What follows belongs to an exercise in optimizing a design on an open flow for small area, a short achievable clock period and few clock cycles per item; a production flow would make more cautious choices.
RTL that was checked went through simulation tests only; none was proved equivalent to the original.
Power is estimated from default activity; no workload was simulated.

==> module restoring_divider, before the edit <==
module restoring_divider #(
  parameter DIV_WIDTH = 16
) (
  input                      clk,
  input                      rst_n,
  input                      start,
  input                      sign,
  input      [DIV_WIDTH-1:0] in1,
  input      [DIV_WIDTH-1:0] in2,
  output     [DIV_WIDTH-1:0] q,
  output     [DIV_WIDTH-1:0] r,
  output reg                 ready
);
  reg  [15:0] d_reg;      
  reg         aneg, bneg;
  reg  [15:0] r_reg;      
  reg  [15:0] a_reg;      
  reg  [3:0]  cnt;        
  reg         run, fix;   
  reg         f_reg;      
  wire idle = ~run & ~fix;
  wire qneg = aneg ^ bneg;
  wire [19:0] x4 = {r_reg, a_reg[15:12] ^ {4{aneg}}};
  reg  [15:0] tmask;      
  integer j;
  always @(*) begin
    for (j = 0; j < 16; j = j + 1)
      tmask[j] = ~|(d_reg >> (j + 1));
  end
  wire hi_set  = |x4[19:16] | |(x4[15:0] & tmask);
  wire lo_ones = &(x4[15:0] | tmask);
  wire cnt_le12 = ~(cnt[3] & cnt[2] & (cnt[1] | cnt[0]));
  wire skip    = ~hi_set & ~lo_ones & cnt_le12;
  wire done    = skip ? (cnt == 4'd12) : (cnt == 4'd15);
  wire [16:0] x   = {r_reg, a_reg[15] ^ aneg};
  wire [17:0] z   = {1'b0, x} + {2'b11, ~d_reg} + {17'd0, ~bneg};
  wire        qb  = ~z[17];
  wire        z_ones = &z[16:0];
  wire        sp  = aneg & f_reg;
  wire        needfix = aneg | bneg;
  always @(posedge clk) begin
    cnt   <= run ? cnt + (skip ? 4'd4 : 4'd1) : 4'd0;
    f_reg <= ~skip & (z_ones | (f_reg & x[0]));
    d_reg <= in2 ^ {16{sign & in2[15]}};
    aneg  <= sign & in1[15];
    bneg  <= sign & in2[15];
    if (!rst_n) begin
      ready <= 1'b1;
      run   <= 1'b0;
      fix   <= 1'b0;
    end else if (idle) begin
      if (start) begin
        ready <= 1'b0;
        run   <= 1'b1;
        r_reg <= 16'd0;
        a_reg <= in1;
      end
    end else if (run) begin
      if (skip) begin
        r_reg <= x4[15:0];
        a_reg <= {a_reg[11:0], {4{qneg}}};
      end else begin
        r_reg <= qb ? z[15:0] : x[15:0];
        a_reg <= {a_reg[14:0], qb ^ qneg};
      end
      if (done) begin
        run   <= 1'b0;
        fix   <= needfix;
        ready <= ~needfix;
      end
    end else begin
      if (aneg) r_reg <= sp ? 16'd0 : ~r_reg;
      a_reg <= a_reg + {15'd0, sp ^ qneg};
      fix   <= 1'b0;
      ready <= 1'b1;
    end
  end
  assign q = a_reg;
  assign r = r_reg;
endmodule
==> flow/config.mk <==
export PLATFORM = sky130hd
export DESIGN_NAME = restoring_divider
export DESIGN_NICKNAME = restoring_divider
export VERILOG_FILES = /design/flow/design.v
export SDC_FILE = /design/flow/constraint.sdc
export NUM_CORES = 4
export LEC_CHECK = 0
export CAP_MARGIN = 20
export CORE_MARGIN = 2
export CORE_UTILIZATION = 40
export SLEW_MARGIN = 20
==> flow/constraint.sdc <==
create_clock -name core_clock -period 15.0 [get_ports {clk}]
set_input_delay 3.0000 -clock core_clock [delete_from_list [all_inputs] [get_ports {clk}]]
set_output_delay 3.0000 -clock core_clock [all_outputs]
set_load 0.01 [all_outputs]
standard.sh (not shown) runs the stock make flow with config.mk's settings and CLKGATE_MAP_FILE= SYNTH_SCRIPT=/design/flow/synth_recipe.tcl, a recipe that flattens the netlist after the stock synthesis.
==> flow/flow/run.sh <==
#!/bin/bash
# Standard ORFS layout (the standard.sh, standard synthesis), with two
# layout choices: plain buf_1 cells as the port buffers, and timing repair
# aiming for 10.7 ns of setup slack (a tighter target than the 15 ns clock
# needs). The SDC and clock period are unchanged. make's output goes to
# flow_make.log; each ORFS step keeps its own log under orfs/logs.
set -uo pipefail
bash standard.sh "BUFFER_PORTS_ARGS=-buffer_cell sky130_fd_sc_hd__buf_1" SETUP_SLACK_MARGIN=10.7  finish > flow_make.log 2>&1
Testbench counts at the start, summed over its fixed seeds: cycles 18,830, items 1,600.
Next try:
--- a/flow/design.v
+++ b/flow/design.v
@@ -59,54 +59,68 @@
   reg  [15:0] a_reg;      
   reg  [3:0]  cnt;        
   reg         run, fix;   
   reg         f_reg;      
   wire idle = ~run & ~fix;
   wire qneg = aneg ^ bneg;
-  wire [19:0] x4 = {r_reg, a_reg[15:12] ^ {4{aneg}}};
+  wire [3:0] abits = a_reg[15:12] ^ {4{aneg}};    
+  wire [19:0] x4 = {r_reg, abits};
   reg  [15:0] tmask;      
   integer j;
   always @(*) begin
     for (j = 0; j < 16; j = j + 1)
       tmask[j] = ~|(d_reg >> (j + 1));
   end
   wire hi_set  = |x4[19:16] | |(x4[15:0] & tmask);
   wire lo_ones = &(x4[15:0] | tmask);
   wire cnt_le12 = ~(cnt[3] & cnt[2] & (cnt[1] | cnt[0]));
   wire skip    = ~hi_set & ~lo_ones & cnt_le12;
-  wire done    = skip ? (cnt == 4'd12) : (cnt == 4'd15);
-  wire [16:0] x   = {r_reg, a_reg[15] ^ aneg};
-  wire [17:0] z   = {1'b0, x} + {2'b11, ~d_reg} + {17'd0, ~bneg};
-  wire        qb  = ~z[17];
-  wire        z_ones = &z[16:0];
+  wire [16:0] x1  = {r_reg, abits[3]};
+  wire [17:0] z1  = {1'b0, x1} + {2'b11, ~d_reg} + {17'd0, ~bneg};
+  wire        qb1 = ~z1[17];
+  wire        z1_ones = &z1[16:0];
+  wire [16:0] x2  = {r_reg[14:0], abits[3:2]};
+  wire [17:0] z2  = {1'b0, x2} + {2'b11, ~d_reg} + {17'd0, ~bneg};
+  wire        qb2 = ~z2[17];
+  wire        z2_ones = &z2[16:0];
+  wire        two = ~qb1 & (cnt != 4'd15);
+  wire        done = skip ? (cnt == 4'd12) : two ? (cnt == 4'd14) : (cnt == 4'd15);
   wire        sp  = aneg & f_reg;
   wire        needfix = aneg | bneg;
   always @(posedge clk) begin
-    cnt   <= run ? cnt + (skip ? 4'd4 : 4'd1) : 4'd0;
-    f_reg <= ~skip & (z_ones | (f_reg & x[0]));
     d_reg <= in2 ^ {16{sign & in2[15]}};
     aneg  <= sign & in1[15];
     bneg  <= sign & in2[15];
     if (!rst_n) begin
       ready <= 1'b1;
       run   <= 1'b0;
       fix   <= 1'b0;
     end else if (idle) begin
       if (start) begin
         ready <= 1'b0;
         run   <= 1'b1;
+        cnt   <= 4'd0;
         r_reg <= 16'd0;
         a_reg <= in1;
       end
     end else if (run) begin
       if (skip) begin
         r_reg <= x4[15:0];
         a_reg <= {a_reg[11:0], {4{qneg}}};
+        f_reg <= 1'b0;
+        cnt   <= cnt + 4'd4;
+      end else if (two) begin
+        r_reg <= qb2 ? z2[15:0] : x2[15:0];
+        a_reg <= {a_reg[13:0], qneg, qb2 ^ qneg};
+        f_reg <= z2_ones | (z1_ones & x2[0]);
+        cnt   <= cnt + 4'd2;
       end else begin
-        r_reg <= qb ? z[15:0] : x[15:0];
-        a_reg <= {a_reg[14:0], qb ^ qneg};
+        r_reg <= qb1 ? z1[15:0] : x1[15:0];
+        a_reg <= {a_reg[14:0], qb1 ^ qneg};
+        f_reg <= z1_ones | (f_reg & x1[0]);
+        cnt   <= cnt + 4'd1;
       end
       if (done) begin
         run   <= 1'b0;
         fix   <= needfix;
         ready <= ~needfix;
       end
The changed run ran to the end with no violations.
Routed wire length rose by about 60%.
Design area grows by about 34%.
Power rose by about 54%.
Clock skew hardly moves.
Maximum frequency is lower by 1.7%.
Area after synthesis grows by 33%.
Count of clock-buffer cells in the layout is unchanged.
Synthesized cell count climbs by about 40%.
First-iteration DRC count came out higher by 68%.
No functional check of the RTL was part of the second run of this note.

---

Setup of lane 1:
Another version of the RTL of restoring_divider (not shown whole).
For scale: ~470 cells after synthesis, ~59 flip-flops, roughly 69 I/O pins, roughly 4300 sq um of cells after synthesis.
==> module restoring_divider, before the edit <==
module restoring_divider #(
  parameter DIV_WIDTH = 16
) (
  input                      clk,
  input                      rst_n,
  input                      start,
  input                      sign,
  input      [DIV_WIDTH-1:0] in1,
  input      [DIV_WIDTH-1:0] in2,
  output     [DIV_WIDTH-1:0] q,
  output     [DIV_WIDTH-1:0] r,
  output reg                 ready
);
  reg  [15:0] d_reg;      
  reg         aneg, bneg;
  reg  [15:0] r_reg;      
  reg  [15:0] a_reg;      
  reg  [4:0]  cnt;        
  reg         run, fix;
  reg         f_reg;      
  wire qneg = aneg ^ bneg;
  wire [19:0] x4 = {r_reg, a_reg[15:12]};
  reg  [15:0] tmask;      
  integer j;
  always @(*) begin
    for (j = 0; j < 16; j = j + 1)
      tmask[j] = ~|(d_reg >> (j + 1));
  end
  wire hi_set  = |x4[19:16] | |(x4[15:0] & tmask);
  wire lo_ones = &(x4[15:0] | tmask);
  wire skip    = ~hi_set & ~lo_ones & ~cnt[4] & ~(cnt[3] & cnt[2] & (cnt[1] | cnt[0]));
  wire [16:0] x   = {r_reg, a_reg[15]};
  wire [17:0] z   = {1'b0, x} + {2'b11, ~d_reg} + {17'd0, ~bneg};
  wire        qb  = ~z[17];
  wire [4:0]  cnt_n = cnt + (skip ? 5'd4 : 5'd1);
  wire        z_ones = &z[16:0];
  wire        sp  = aneg & f_reg;
  always @(posedge clk) begin
    d_reg <= in2 ^ {16{sign & in2[15]}};
    aneg  <= sign & in1[15];
    bneg  <= sign & in2[15];
    if (!rst_n) begin
      ready <= 1'b1;
      run   <= 1'b0;
      fix   <= 1'b0;
    end else if (ready) begin
      if (start) begin
        ready <= 1'b0;
        run   <= 1'b1;
        cnt   <= 5'd0;
        r_reg <= 16'd0;
        a_reg <= in1 ^ {16{sign & in1[15]}};
      end
    end else if (run) begin
      if (skip) begin
        r_reg <= x4[15:0];
        a_reg <= {a_reg[11:0], {4{qneg}}};
        f_reg <= 1'b0;
      end else begin
        r_reg <= qb ? z[15:0] : x[15:0];
        a_reg <= {a_reg[14:0], qb ^ qneg};
        f_reg <= z_ones | (f_reg & x[0]);
      end
      cnt <= cnt_n;
      if (cnt_n[4]) begin
        run   <= 1'b0;
        fix   <= aneg | bneg;
        ready <= ~(aneg | bneg);
      end
    end else if (fix) begin
      if (aneg) r_reg <= sp ? 16'd0 : ~r_reg;
      a_reg <= a_reg + {15'd0, sp ^ qneg};
      fix   <= 1'b0;
      ready <= 1'b1;
    end
  end
  assign q = a_reg;
  assign r = r_reg;
endmodule
==> flow/config.mk <==
export PLATFORM = sky130hd
export DESIGN_NAME = restoring_divider
export DESIGN_NICKNAME = restoring_divider
export VERILOG_FILES = /design/flow/design.v
export SDC_FILE = /design/flow/constraint.sdc
export NUM_CORES = 4
export LEC_CHECK = 0
export CAP_MARGIN = 20
export CORE_MARGIN = 2
export CORE_UTILIZATION = 40
export SLEW_MARGIN = 20
==> flow/constraint.sdc <==
create_clock -name core_clock -period 15.0 [get_ports {clk}]
set_input_delay 3.0000 -clock core_clock [delete_from_list [all_inputs] [get_ports {clk}]]
set_output_delay 3.0000 -clock core_clock [all_outputs]
set_load 0.01 [all_outputs]
==> flow/flow/run.sh <==
#!/bin/bash
# Standard ORFS layout (the standard.sh, standard synthesis), with two
# layout choices: plain buf_1 cells as the port buffers, and timing repair
# aiming for 10.5 ns of setup slack (a tighter target than the 15 ns clock
# needs). The SDC and clock period are unchanged. make's output goes to
# flow_make.log; each ORFS step keeps its own log under orfs/logs.
set -uo pipefail
bash standard.sh "BUFFER_PORTS_ARGS=-buffer_cell sky130_fd_sc_hd__buf_1" SETUP_SLACK_MARGIN=10.5  finish > flow_make.log 2>&1
Testbench counts of lane 1, summed over its fixed seeds: cycles 18,830, items 1,600.
Changes in lane 2 relative to lane 1:
--- a/flow/design.v
+++ b/flow/design.v
@@ -56,9 +56,9 @@
   reg  [15:0] d_reg;      
   reg         aneg, bneg;
   reg  [15:0] r_reg;      
   reg  [15:0] a_reg;      
-  reg  [4:0]  cnt;        
+  reg  [3:0]  cnt;        
   reg         run, fix;
   reg         f_reg;      
   wire qneg = aneg ^ bneg;
   wire [19:0] x4 = {r_reg, a_reg[15:12]};
@@ -69,15 +69,17 @@
       tmask[j] = ~|(d_reg >> (j + 1));
   end
   wire hi_set  = |x4[19:16] | |(x4[15:0] & tmask);
   wire lo_ones = &(x4[15:0] | tmask);
-  wire skip    = ~hi_set & ~lo_ones & ~cnt[4] & ~(cnt[3] & cnt[2] & (cnt[1] | cnt[0]));
+  wire cnt_le12 = ~(cnt[3] & cnt[2] & (cnt[1] | cnt[0]));
+  wire skip    = ~hi_set & ~lo_ones & cnt_le12;
+  wire done    = skip ? (cnt == 4'd12) : (cnt == 4'd15);
   wire [16:0] x   = {r_reg, a_reg[15]};
   wire [17:0] z   = {1'b0, x} + {2'b11, ~d_reg} + {17'd0, ~bneg};
   wire        qb  = ~z[17];
-  wire [4:0]  cnt_n = cnt + (skip ? 5'd4 : 5'd1);
   wire        z_ones = &z[16:0];
   wire        sp  = aneg & f_reg;
+  wire        needfix = aneg | bneg;
   always @(posedge clk) begin
     d_reg <= in2 ^ {16{sign & in2[15]}};
     aneg  <= sign & in1[15];
     bneg  <= sign & in2[15];
@@ -88,27 +90,28 @@
     end else if (ready) begin
       if (start) begin
         ready <= 1'b0;
         run   <= 1'b1;
-        cnt   <= 5'd0;
+        cnt   <= 4'd0;
         r_reg <= 16'd0;
         a_reg <= in1 ^ {16{sign & in1[15]}};
       end
     end else if (run) begin
       if (skip) begin
         r_reg <= x4[15:0];
         a_reg <= {a_reg[11:0], {4{qneg}}};
         f_reg <= 1'b0;
+        cnt   <= cnt + 4'd4;
       end else begin
         r_reg <= qb ? z[15:0] : x[15:0];
         a_reg <= {a_reg[14:0], qb ^ qneg};
         f_reg <= z_ones | (f_reg & x[0]);
+        cnt   <= cnt + 4'd1;
       end
-      cnt <= cnt_n;
-      if (cnt_n[4]) begin
+      if (done) begin
         run   <= 1'b0;
-        fix   <= aneg | bneg;
-        ready <= ~(aneg | bneg);
+        fix   <= needfix;
+        ready <= ~needfix;
       end
     end else if (fix) begin
       if (aneg) r_reg <= sp ? 16'd0 : ~r_reg;
       a_reg <= a_reg + {15'd0, sp ^ qneg};
Results
- Lane 2 ended with every stage complete and zero timing, DRC or antenna violations.
- [compare] base=lane 1 new=lane 2: peak clock frequency supported by timing shows a reduction of 0.0032 GHz, total number of vias shows an increase of 202.
- Compare lane 1 and lane 2 | share of total power in combinational logic lower: lane 2
- Lower count of non-filler cells in the finished layout goes to lane 1 over lane 2.
- In the reports for lane 1 and lane 2, the smaller average detailed-routed wire length per instance belongs to lane 2.
- Worst reg-to-reg path cell count came out lower on lane 2 than on lane 1.
- Lane 2 -> lane 1: total congestion overflow delta 0, exact match
- Lane 2 ends up with a setup slack of the most critical reg-to-reg path that is 0.14 ns higher than in lane 1.
No functional check of the RTL was part of lane 2.

---

The RTL this note starts from:
==> flow/design.v <==
module full_adder (
  input  in1,
  input  in2,
  input  cin,
  output sum,
  output cout
);
  assign sum  = in1 ^ in2 ^ cin;
  assign cout = (in1 & in2) | (in1 & cin) | (in2 & cin);
endmodule
module ripple_carry_adder #(
  parameter BUS_WIDTH = 32
) (
  input                  add_sub_b,
  input                  sign,
  input  [BUS_WIDTH-1:0] in1,
  input  [BUS_WIDTH-1:0] in2,
  output [BUS_WIDTH-1:0] out,
  output                 z,
  output                 n,
  output                 c,
  output                 v
);
  wire [BUS_WIDTH:0] carry;
  assign carry[0] = add_sub_b;
  assign z        = ~(|out);
  assign n        = (sign) ? out[BUS_WIDTH-1] : 1'b0;
  assign c        = carry[BUS_WIDTH];
  assign v        = (sign) ? carry[BUS_WIDTH] ^ carry[BUS_WIDTH-1] : 1'b0;
  genvar i;
  generate
    for (i = 0; i < BUS_WIDTH; i = i + 1) begin : rca_slice
      full_adder fa (
        .cin (carry[i]),
        .in1 (in1[i]),
        .in2 (in2[i] ^ add_sub_b),
        .sum (out[i]),
        .cout(carry[i+1])
      );
    end
  endgenerate
endmodule
module restoring_divider #(
  parameter DIV_WIDTH = 16
) (
  input                      clk,
  input                      rst_n,
  input                      start,
  input                      sign,
  input      [DIV_WIDTH-1:0] in1,
  input      [DIV_WIDTH-1:0] in2,
  output     [DIV_WIDTH-1:0] q,
  output     [DIV_WIDTH-1:0] r,
  output reg                 ready
);
  reg  [15:0] d_reg;      
  reg         aneg, bneg;
  reg  [15:0] r_reg;      
  reg  [15:0] a_reg;      
  reg  [3:0]  cnt;        
  reg         run, fix;   
  reg         f_reg;      
  wire idle = ~run & ~fix;
  wire qneg = aneg ^ bneg;
  wire [19:0] x4 = {r_reg, a_reg[15:12] ^ {4{aneg}}};
  reg  [15:0] tmask;      
  integer j;
  always @(*) begin
    for (j = 0; j < 16; j = j + 1)
      tmask[j] = ~|(d_reg >> (j + 1));
  end
  wire hi_set  = |x4[19:16] | |(x4[15:0] & tmask);
  wire lo_ones = &(x4[15:0] | tmask);
  wire cnt_le12 = ~(cnt[3] & cnt[2] & (cnt[1] | cnt[0]));
  wire skip    = ~hi_set & ~lo_ones & cnt_le12;
  wire done    = skip ? (cnt == 4'd12) : (cnt == 4'd15);
  wire [16:0] x   = {r_reg, a_reg[15] ^ aneg};
  wire [17:0] z   = {1'b0, x} + {2'b11, ~d_reg} + {17'd0, ~bneg};
  wire        qb  = ~z[17];
  wire        z_ones = &z[16:0];
  wire        sp  = aneg & f_reg;
  wire        needfix = aneg | bneg;
  always @(posedge clk) begin
    d_reg <= in2 ^ {16{sign & in2[15]}};
    aneg  <= sign & in1[15];
    bneg  <= sign & in2[15];
    if (!rst_n) begin
      ready <= 1'b1;
      run   <= 1'b0;
      fix   <= 1'b0;
    end else if (idle) begin
      if (start) begin
        ready <= 1'b0;
        run   <= 1'b1;
        cnt   <= 4'd0;
        r_reg <= 16'd0;
        a_reg <= in1;
      end
    end else if (run) begin
      if (skip) begin
        r_reg <= x4[15:0];
        a_reg <= {a_reg[11:0], {4{qneg}}};
        f_reg <= 1'b0;
        cnt   <= cnt + 4'd4;
      end else begin
        r_reg <= qb ? z[15:0] : x[15:0];
        a_reg <= {a_reg[14:0], qb ^ qneg};
        f_reg <= z_ones | (f_reg & x[0]);
        cnt   <= cnt + 4'd1;
      end
      if (done) begin
        run   <= 1'b0;
        fix   <= needfix;
        ready <= ~needfix;
      end
    end else begin
      if (aneg) r_reg <= sp ? 16'd0 : ~r_reg;
      a_reg <= a_reg + {15'd0, sp ^ qneg};
      fix   <= 1'b0;
      ready <= 1'b1;
    end
  end
  assign q = a_reg;
  assign r = r_reg;
endmodule
==> flow/config.mk <==
export PLATFORM = sky130hd
export DESIGN_NAME = restoring_divider
export DESIGN_NICKNAME = restoring_divider
export VERILOG_FILES = /design/flow/design.v
export SDC_FILE = /design/flow/constraint.sdc
export NUM_CORES = 4
export LEC_CHECK = 0
export CAP_MARGIN = 20
export CORE_MARGIN = 2
export CORE_UTILIZATION = 40
export SLEW_MARGIN = 20
==> flow/constraint.sdc <==
create_clock -name core_clock -period 15.0 [get_ports {clk}]
set_input_delay 3.0000 -clock core_clock [delete_from_list [all_inputs] [get_ports {clk}]]
set_output_delay 3.0000 -clock core_clock [all_outputs]
set_load 0.01 [all_outputs]
==> flow/flow/run.sh <==
#!/bin/bash
# Standard ORFS layout (the standard.sh, standard synthesis), with two
# layout choices: plain buf_1 cells as the port buffers, and timing repair
# aiming for 10.7 ns of setup slack (a tighter target than the 15 ns clock
# needs). The SDC and clock period are unchanged. make's output goes to
# flow_make.log; each ORFS step keeps its own log under orfs/logs.
set -uo pipefail
bash standard.sh "BUFFER_PORTS_ARGS=-buffer_cell sky130_fd_sc_hd__buf_1" SETUP_SLACK_MARGIN=10.7  finish > flow_make.log 2>&1
Testbench counts at the start, summed over its fixed seeds: cycles 18,830, items 1,600.
Rerun with:
--- a/flow/design.v
+++ b/flow/design.v
@@ -73,13 +73,13 @@
   wire lo_ones = &(x4[15:0] | tmask);
   wire cnt_le12 = ~(cnt[3] & cnt[2] & (cnt[1] | cnt[0]));
   wire skip    = ~hi_set & ~lo_ones & cnt_le12;
   wire done    = skip ? (cnt == 4'd12) : (cnt == 4'd15);
   wire [16:0] x   = {r_reg, a_reg[15] ^ aneg};
-  wire [17:0] z   = {1'b0, x} + {2'b11, ~d_reg} + {17'd0, ~bneg};
-  wire        qb  = ~z[17];
-  wire        z_ones = &z[16:0];
+  wire [16:0] z   = {1'b0, x[15:0]} + {1'b0, ~d_reg} + {16'd0, ~bneg};
+  wire        qb  = r_reg[15] | z[16];
+  wire        z_ones = ~qb & &z[15:0];    
   wire        sp  = aneg & f_reg;
   wire        needfix = aneg | bneg;
   always @(posedge clk) begin
     d_reg <= in2 ^ {16{sign & in2[15]}};
     aneg  <= sign & in1[15];
Synthesized cell count came out higher by 8.3%.
Global-route usage goes up by 0.58 points.
Setup slack degrades by 0.059 ns.
Routed wire length climbs by 18%.
Utilization came out higher by 0.30 points.
Area after synthesis rises by 9.0%.
Clock-buffer cell count does not change.
Clock power climbs by 76%.
Total power rose by 24%.
Final area goes up by 11%.
Non-clock buffer count came out higher by 1.
Via count goes up by 17%.
First-iteration DRC count increases by 57%.
Sequential share of layout area decreases by 3.1 points.
For the second run of this note, only the layout was checked, not whether the RTL still works.

-- separate check: timing with driven ports --
How much do the figures lean on ideal ports? The routed layouts below were timed once more, with nothing changed but the port constraints. Step 1 sets driving cells, clkbuf_16 on the clock port and buf_2 on the other inputs (assumed; they add their load-dependent delay and slew). Step 2, shift: input delay + t, output delay - t, t = (earliest + latest rising clock arrival at the registers) / 2. This alone moves slack from input paths to output paths. Three values: ideal, step 1, step 2; two values: the first two.
run | t, ns | setup WS [ns] | worst hold slack (ns) | pins driven straight from the clock port
the first run of note 1 | 0.369 | 10.898 / 10.864 / 10.554 | 0.464 / 0.464 / 0.464 | 1
the second run of note 1 | 0.370 | 10.827 / 10.787 / 10.766 | 0.550 / 0.550 / 0.550 | 1
lane 1 | 0.386 | 10.807 / 10.773 / 10.442 | 0.510 / 0.510 / 0.510 | 1
lane 2 | 0.365 | 10.751 / 10.762 / 10.397 | 0.559 / 0.559 / 0.559 | 1
the first run of note 3 | 0.379 | 10.900 / 10.866 / 10.622 | 0.537 / 0.537 / 0.537 | 1
the second run of note 3 | 0.360 | 10.841 / 10.803 / 10.584 | 0.603 / 0.603 / 0.603 | 1
After both steps setup and hold are still met in every run listed. The setup slack of lane 1, which loses most, moves by -0.034 ns with the drivers and by -0.365 ns with both steps.
